Source: an optimization exercise on an open RTL-to-GDS flow (aim: small area and a short achievable clock period). Production flows keep margins and buffers that such runs may drop.
Only simulation tests tie the RTL to the original design; equivalence was not proved.
Power figures rest on the tool's default switching activity, not on a simulated workload.

File: flow/design.v
`default_nettype none
module add32(
	input [31:0] i_a,
	input [31:0] i_b,
	output [31:0] o_sum
);
	wire [31:0] g [0:5];
	wire [31:0] p [0:5];
	assign g[0] = i_a & i_b;
	assign p[0] = i_a ^ i_b;
	genvar l, i;
	generate
		for (l = 0; l < 5; l = l + 1) begin : lvl
			for (i = 0; i < 32; i = i + 1) begin : bt
				if (i >= (1 << l)) begin : comb
					assign g[l + 1][i] = g[l][i] | (p[l][i] & g[l][i - (1 << l)]);
					assign p[l + 1][i] = p[l][i] & p[l][i - (1 << l)];
				end else begin : pass
					assign g[l + 1][i] = g[l][i];
					assign p[l + 1][i] = p[l][i];
				end
			end
		end
	endgenerate
	assign o_sum = p[0] ^ {g[5][30:0], 1'b0};
endmodule
module alu(
	input i_clk,
	input i_rst,
	input [1:0] i_input_op,
	input i_data_valid,
	input [31:0] i_data,
	input [1:0] i_output_op,
	input i_result_empty,
	output o_result_valid,
	output [31:0] o_result,
	output [4:0] o_result_flags,
	output [3:0] o_zero
);
	reg [31:0] plus_s;
	reg [31:1] plus_c;
	reg [31:0] and_m;
	reg [31:0] or_v;
	reg [31:0] xor_v;
	reg [3:0] full;
	wire [31:0] plus_c32 = {plus_c, 1'b0};
	wire [31:0] plus_val;
	add32 plus_add (.i_a(plus_s), .i_b(plus_c32), .o_sum(plus_val));
	wire [31:0] and_val = full[1] ? and_m : 32'b0;
	wire [3:0] wr = {4{i_data_valid}} & (4'b0001 << i_input_op);
	wire [3:0] rd = {4{i_result_empty}} & (4'b0001 << i_output_op);
	wire [31:0] csa_s = plus_s ^ plus_c32 ^ i_data;
	wire [31:0] csa_c = (plus_s & plus_c32) | (plus_s & i_data) | (plus_c32 & i_data);
	always @(posedge i_clk) begin
		if (i_rst) begin
			plus_s <= 32'b0;
			plus_c <= 31'b0;
			and_m <= 32'hFFFFFFFF;
			or_v <= 32'b0;
			xor_v <= 32'b0;
			full <= 4'b0;
		end else begin
			if (wr[0]) begin
				plus_s <= csa_s;
				plus_c <= csa_c[30:0];
			end else if (rd[0]) begin
				plus_s <= 32'b0;
				plus_c <= 31'b0;
			end
			if (wr[1])
				and_m <= and_m & i_data;
			else if (rd[1])
				and_m <= 32'hFFFFFFFF;
			if (wr[2])
				or_v <= or_v | i_data;
			else if (rd[2])
				or_v <= 32'b0;
			if (wr[3])
				xor_v <= xor_v ^ i_data;
			else if (rd[3])
				xor_v <= 32'b0;
			full <= (full | wr) & ~(rd & ~wr);
		end
	end
	reg [31:0] result;
	always @(*) begin
		case (i_output_op)
			2'd0: result = plus_val;
			2'd1: result = and_val;
			2'd2: result = or_v;
			default: result = xor_v;
		endcase
	end
	assign o_result = result;
	assign o_result_valid = full[i_output_op];
	assign o_result_flags = {^result, ~|result, 1'b0, result[31], 1'b0};
	wire [31:0] plus_p = plus_s ^ plus_c32;
	wire [31:0] plus_o = plus_s | plus_c32;
	wire plus_zero = ~|(plus_p ^ {plus_o[30:0], 1'b0});
	assign o_zero = {~|xor_v, ~|or_v, ~|and_val, plus_zero};
endmodule
`default_nettype none
module cpu(
	input i_clk,
	input i_rst,
	output [31:0] o_pc,
	input [39:0] i_instr,
	output [7:0] o_gpio
);
	reg [31:0] reg_pc;
	reg [2:0] reg_status;  
	reg [31:0] reg_rng;
	reg [5:0] reg_ref;
	reg [63:0] ref_sel;  
	reg [7:0] reg_gpio;
	assign o_pc = reg_pc;
	assign o_gpio = reg_gpio;
	wire t = i_instr[39];
	wire [31:0] lit = i_instr[37:6];
	wire [5:0] src = i_instr[11:6];
	wire [5:0] dst = i_instr[5:0];
	wire src_alu = t && src[5:2] == 4'b0001;
	wire src_rng = t && src == 6'd3;
	wire [31:0] source_value;
	wire [31:0] gpr_sel = {32{src[5]}} & (32'd1 << src[4:0]);
	wire [31:0] gpr_we = {32{!i_rst && dst[5]}} & (32'd1 << dst[4:0]);
	wire [63:0] dm_we = {64{!i_rst && dst == 6'd11}} & ref_sel;
	wire [32*32-1:0] gpr_q;
	wire [31:0] gpr_z;  
	wire [32*64-1:0] dm_q;
	genvar w;
	generate
		for (w = 0; w < 32; w = w + 1) begin : gpr
			reg [31:0] q;
			reg z;
			always @(posedge i_clk)
				if (gpr_we[w]) begin
					q <= source_value;
					z <= zero;
				end
			assign gpr_q[32*w +: 32] = q;
			assign gpr_z[w] = z;
		end
		for (w = 0; w < 64; w = w + 1) begin : dm
			reg [31:0] q;
			always @(posedge i_clk)
				if (dm_we[w])
					q <= source_value;
			assign dm_q[32*w +: 32] = q;
		end
	endgenerate
	wire zero;
	reg [31:0] gpr_val;
	reg gpr_zero;
	reg [31:0] def_val;
	integer i;
	always @(*) begin
		gpr_val = 32'b0;
		gpr_zero = 1'b0;
		for (i = 0; i < 32; i = i + 1) begin
			gpr_val = gpr_val | ({32{gpr_sel[i]}} & gpr_q[32*i +: 32]);
			gpr_zero = gpr_zero | (gpr_sel[i] & gpr_z[i]);
		end
		def_val = 32'b0;
		for (i = 0; i < 64; i = i + 1)
			def_val = def_val | ({32{ref_sel[i]}} & dm_q[32*i +: 32]);
	end
	wire alu_valid;
	wire [31:0] alu_result;
	wire [4:0] alu_flags;
	wire [3:0] alu_zero;
	alu ALU (
		.i_clk(i_clk),
		.i_rst(i_rst),
		.i_input_op(dst[1:0]),
		.i_data_valid(dst[5:2] == 4'b0001),
		.i_data(source_value),
		.i_output_op(src_alu ? src[1:0] : 2'b00),
		.i_result_empty(src_alu),
		.o_result_valid(alu_valid),
		.o_result(alu_result),
		.o_result_flags(alu_flags),
		.o_zero(alu_zero)
	);
	wire [31:0] status_val = {27'b0, reg_status[2:1], 1'b0, reg_status[0], 1'b0};
	reg [31:0] spr_val;
	reg spr_zero;
	always @(*) begin
		case (src[4:0])
			5'd0: begin spr_val = reg_pc; spr_zero = ~|reg_pc; end
			5'd1: begin spr_val = status_val; spr_zero = ~|reg_status; end
			5'd3: begin spr_val = reg_rng; spr_zero = ~|reg_rng; end
			5'd4: begin spr_val = alu_result; spr_zero = alu_zero[0]; end
			5'd5: begin spr_val = alu_result; spr_zero = alu_zero[1]; end
			5'd6: begin spr_val = alu_result; spr_zero = alu_zero[2]; end
			5'd7: begin spr_val = alu_result; spr_zero = alu_zero[3]; end
			5'd10: begin spr_val = {26'b0, reg_ref}; spr_zero = ~|reg_ref; end
			5'd11: begin spr_val = def_val; spr_zero = ~|def_val; end
			5'd13: begin spr_val = {24'b0, reg_gpio}; spr_zero = ~|reg_gpio; end
			default: begin spr_val = 32'b0; spr_zero = 1'b1; end
		endcase
	end
	wire [31:0] reg_val = gpr_val | (src[5] ? 32'b0 : spr_val);
	wire reg_zero = src[5] ? gpr_zero : spr_zero;
	assign source_value = t ? reg_val : lit;
	assign zero = t ? reg_zero : ~|lit;
	wire [31:0] pc_carry;
	assign pc_carry[0] = 1'b1;
	genvar b;
	generate
		for (b = 1; b < 32; b = b + 1) begin : inc
			assign pc_carry[b] = &reg_pc[b-1:0];
		end
	endgenerate
	wire [31:0] pc1 = reg_pc ^ pc_carry;
	wire [31:1] hi_carry;
	assign hi_carry[1] = 1'b1;
	generate
		for (b = 2; b < 32; b = b + 1) begin : inc2
			assign hi_carry[b] = &reg_pc[b-1:1];
		end
	endgenerate
	wire [31:0] pc2 = {reg_pc[31:1] ^ hi_carry[31:1], reg_pc[0]};
	wire jmp = dst == 6'd0;
	wire [31:0] next_pc_z = jmp ? source_value : dst == 6'd8 ? pc2 : pc1;
	wire [31:0] next_pc_nz = jmp ? source_value : dst == 6'd9 ? pc2 : pc1;
	wire [31:0] next_pc = zero ? next_pc_z : next_pc_nz;
	wire rng_bit = ^(reg_rng & 32'h800007D8);
	always @(posedge i_clk) begin
		if (i_rst) begin
			reg_pc <= 32'b0;
			reg_status <= 3'b0;
			reg_rng <= 32'b0;
			reg_ref <= 6'b0;
			ref_sel <= 64'd1;
			reg_gpio <= 8'b0;
		end else begin
			reg_pc <= next_pc;
			if (alu_valid)
				reg_status <= {alu_flags[4:3], alu_flags[1]};
			if (src_rng)
				reg_rng <= {rng_bit, reg_rng[31:1]};
			else if (dst == 6'd3)
				reg_rng <= source_value;
			if (dst == 6'd10) begin
				reg_ref <= source_value[5:0];
				ref_sel <= 64'd1 << source_value[5:0];
			end
			if (dst == 6'd13)
				reg_gpio <= source_value[7:0];
		end
	end
endmodule
File: flow/run.sh
#!/bin/bash
# synth_recipe.tcl (not shown) runs the flow's synth.tcl, then flattens the netlist and writes it again
# the make line also repeats each setting of config.mk as NAME=value (left out here)
make -C /OpenROAD-flow-scripts/flow DESIGN_CONFIG=/design/flow/config.mk WORK_HOME=/design/flow/orfs CLKGATE_MAP_FILE= SYNTH_SCRIPT=/design/flow/synth_recipe.tcl finish
File: flow/config.mk
export PLATFORM = sky130hd
export DESIGN_NAME = cpu
export DESIGN_NICKNAME = cpu
export VERILOG_FILES = /design/flow/design.v
export SDC_FILE = /design/flow/constraint.sdc
export NUM_CORES = 4
export LEC_CHECK = 0
export ABC_CLOCK_PERIOD_IN_PS = 3500
export CAP_MARGIN = 20
export CORE_MARGIN = 2
export CORE_UTILIZATION = 55
export SETUP_SLACK_MARGIN = 3.6
export SLEW_MARGIN = 20
export TNS_END_PERCENT = 5
File: flow/constraint.sdc
create_clock -name core_clock -period 7.5 [get_ports {i_clk}]
set_input_delay 1.5000 -clock core_clock [delete_from_list [all_inputs] [get_ports {i_clk}]]
set_output_delay 1.5000 -clock core_clock [all_outputs]
set_load 0.01 [all_outputs]
==> impl_metrics.env <==
export IMPL_dp_cells=11000
export IMPL_reg2reg_from="ref_sel[54]"
export IMPL_yosysWarnings=3
export IMPL_grt_start_max_net_pins=102
export IMPL_die_h_um=489
export IMPL_worstSetupPathType="reg -> reg"
export IMPL_stdcell_area_um2=159000
export IMPL_worstPathRequired_ps=8400
export IMPL_core_area_um2=235000
export IMPL_remaining_drc_errors=0
export IMPL_final_common_cell="edfxtp_1"
export IMPL_path_common_cell="nor2_1"
export IMPL_critical_path_buf_inv_count=3
export IMPL_clock_sinks=3412
export IMPL_fin_skew_ps=77.5
export IMPL_hold_path_end="ALU.and_m[23]"
export IMPL_dpl_hpwl_um=306000
export IMPL_endpoint_kind="flop"
export IMPL_synthesis_nets=8072
export IMPL_initial_core_util_pct=55.2
export IMPL_async_flop_share_pct=0
export IMPL_numPortBuffers=80
export IMPL_status="timing/DRC/antenna clean"
export IMPL_rr_endpoint="ALU.plus_s[8]"
export IMPL_wl_per_cell_um=47.4
export IMPL_syn_avg_cell_area_um2=16.4
export IMPL_finalHoldViolations=0
export IMPL_rsz0062_at_grt="yes"
export IMPL_fmax_ghz=0.205
export IMPL_die_area_um2=239000
export IMPL_synth_compound_area_share_pct=13.4
export IMPL_htreeDepth=5
export IMPL_ant_nets=0
export IMPL_power_density_nw_per_um2=255
export IMPL_stdcell_count=12200
export IMPL_core_rowCount=178
export IMPL_crit_chain="buf_12, a22o_1, a221oi_2, nand4_1, or4_4, buf_6, a222oi_1, o31ai_1, nand2_1, a31oi_4, inv_1, fa_1, nor2_1, a21oi_1, nor2_1"
export IMPL_post_route_period_util_pct=65.1
export IMPL_ys_seq_elements=3412
export IMPL_detailed_place_area_um2=137000
export IMPL_grt_pass1_wl_um=748000
export IMPL_insertion_delay_ps=990
export IMPL_hold_class="reg -> reg"
export IMPL_drive_above_1_share_pct=22.8
export IMPL_setup_viol=0
export IMPL_crit_path_start_kind="flop"
export IMPL_synth_top_family_by_area="compound AO/OA/AOI/OAI gates"
export IMPL_die_width_um=489
export IMPL_gp_congestion=0.977
export IMPL_numCtsBuffers=362
export IMPL_clkTransAtPathRegs_ps=60
export IMPL_viasPerCell=7.65
export IMPL_syn_to_final_growth_pct=22.6
export IMPL_root_buffer="clkbuf_16"
export IMPL_synth_area_leader_cell="edfxtp_1"
export IMPL_crit_family="compound AO/OA/AOI/OAI gates"
export IMPL_synth_ff_type="edfxtp_1"
export IMPL_grt_total_usage_pct=47.1
export IMPL_r2r_cells=15
export IMPL_synth_xor_area_share_pct=0.609
export IMPL_cap_violations=0
export IMPL_final_cell_mix="3104 x edfxtp_1, 528 x buf_4, 515 x a22o_1"
export IMPL_grt_overflow=0
export IMPL_ios=82
export IMPL_max_slew_margin_pct=11.1
export IMPL_reg2reg_slack_ps=2610
export IMPL_crit_arrival_ps=5790
export IMPL_synthesis_area_um2=129000
export IMPL_p_total_uw=40400
export IMPL_first_global_vias=83500
export IMPL_whs_path_depth=2
export IMPL_yosys_mux_area_fraction_pct=0.260
export IMPL_synth_area_leaders="edfxtp_1 72%, dfxtp_1 4.8%, a221oi_1 3.5%"
export IMPL_timing_setup_tns_ps=0
export IMPL_ys_types=93
export IMPL_clock_path_buffers=4
export IMPL_ys_seq_area_share_pct=76.8
export IMPL_timing_final_ws_setup_ps=2610
export IMPL_first_iter_violations=19500
export IMPL_cts_tree="yes"
export IMPL_vdd_ir_drop_max_uv=209
export IMPL_min_delay_start="ALU.and_m[23]"
export IMPL_slew_violations=0
export IMPL_synthSimpleGateAreaFrac_pct=5.44
export IMPL_synth_fa_ha_area_share_pct=1.35
export IMPL_tightest_slew_ps=1330
export IMPL_leakage_uw=0.0521
export IMPL_cp_max_fo=12
export IMPL_grt_antenna_before_repair=49
export IMPL_preCtsSetupSlack_ps=682
export IMPL_yosys_area_top_type_share_pct=72.0
export IMPL_final_nets=8931
export IMPL_crit_slowest_cell="a222oi_1"
export IMPL_cts_hold_buf=0
export IMPL_num_fill_cells=15800
export IMPL_fin_crit_ps=4890
export IMPL_crit_path_max_incr_delay_ps=1060
export IMPL_drt_total_wl_um=579000
export IMPL_synth_edf_count=3104
export IMPL_drt_pass1_iterations=10
export IMPL_synth_cells=7909
export IMPL_routed_via_count=93500
registers in the layout, indices dropped and copies added (netlist names), 4 cells and up:
name,flops
reg_pc,32
reg_rng,32
gpr.q,1024
ALU.or_v,32
reg_gpio,8
ALU.and_m,32
ALU.full,4
dm.q,2048
gpr.z,32
reg_ref,6
ALU.plus_s,32
ref_sel,64
ALU.xor_v,32
ALU.plus_c,31
stage by stage:
| step | hold WS, ps | utilization (%) |
|---|---|---|
| floorplan | 440 | - |
| global placement | 457 | 58.5 |
| detailed placement | 469 | 58.6 |
| CTS | 480 | 66.5 |
| global route | 500 | 67.6 |
| finish | 485 | 67.6 |
area by class of cell:
cell class | count | area, um^2 | area share [%]
antenna | 42 | 105 | 0.0663
clock buffer | 466 | 9690 | 6.11
clock inverter | 161 | 1400 | 0.883
inverter | 135 | 581 | 0.366
multi-input combinational | 3821 | 30200 | 19.0
sequential | 3412 | 99600 | 62.8
tap | 3150 | 3940 | 2.49
timing repair buffer | 1034 | 13000 | 8.18
timing repair inverter | 2 | 28.8 | 0.0181
tightest hold or removal path, stage by stage (launching register included):
cell	delay (ps)
dfxtp_1	320
o21ai_0	70
nand2_1	50
metal layers:
metal | up-vias | track usage [%] | wire [um]
met5 | - | 0.805 | 741
met2 | 9643 | 68.1 | 244000
met3 | 2579 | 17.1 | 95300
met1 | 46800 | 59.3 | 186000
met4 | 39 | 32.6 | 52100
li1 | 34400 | - | -
Yosys cell counts, types with 15 or more instances:
cell	n
a221oi_1	522
buf_1	38
and3_1	20
xor2_1	34
nor2_1	414
and2_1	72
mux2i_1	19
a311oi_1	19
a22o_1	516
a31oi_1	30
a211oi_1	22
clkbuf_1	374
dfxtp_1	308
buf_2	116
nand3_1	40
a21oi_1	150
xnor2_1	56
nand4_1	241
a222oi_1	74
a22oi_1	511
edfxtp_1	3104
or3_1	38
nand2_1	293
nor3_1	64
o21ai_0	111
nor4_1	99
a32oi_1	47
ha_1	90
o22ai_1	15
fa_1	31
o211ai_1	21
nand2b_1	20
or4_1	36
inv_1	135
a21o_1	24
power breakdown:
group / internal, uW / switching (uW)
sequential: 21100 / 39.0
clock: 9890 / 7430
combinational: 599 / 1420
total: 31500 / 8890
worst max path at each step:
| stage | slack, ps | cells after the start | to | from |
|---|---|---|---|---|
| CTS | 2970 | 16 | reg_pc[29] | ref_sel[52] |
| finish | 2610 | 15 | ALU.plus_s[8] | ref_sel[54] |
| global route | 2640 | 17 | reg_pc[29] | ref_sel[47] |
| floorplan | 1450 | 16 | ALU.plus_s[18] | i_instr[8] |
| detailed placement | 680 | 15 | reg_pc[31] | i_instr[9] |
| global placement | 750 | 15 | reg_pc[31] | i_instr[9] |
timing repair:
action | 4_1_cts | 5_1_grt
pin swaps | 143 | 98
endpoints found under the setup margin | 5725 | 5243
setup buffers | 349 | 100
endpoints found under the hold margin | 0 | 0
gates cloned | 57 | 23
gates resized for setup | 629 | 256
cells by family after synthesis:
logic type / count (synthesis)
and+or+nand+nor: 1403
buffers and inverters: 681
xor gates and xnor gates: 90
adders and majority gates: 121
muxes: 31
AOI/OAI and AO/OA: 2171
DFF: 3412

-- afterwards: timing with drivers on the ports --
How much do the figures lean on ideal ports? The routed layout below was timed once more, with nothing changed but the port constraints.
Step 1: set_driving_cell puts a clkbuf_16 on i_clk and a buf_2 on each other input, an assumption about the parent block.
Step 2 adds t to the input delays and takes it off the output delays; t is the mean of the earliest and latest rising clock arrival at the registers after step 1. Input paths then give back, and output paths get back, about the clock's delay inside the block.
a / b / c = ideal / step 1 / step 2; a / b = the first two.
t (ns): 1.051
setup slack, ns: 2.615 / 2.615 / 1.723
slew at the worst register clock pin (ns): 0.07 / 0.07
After both steps setup and hold are still met in this run. The setup slack of this run moves by 0.000 ns with the drivers and by -0.892 ns with both steps.
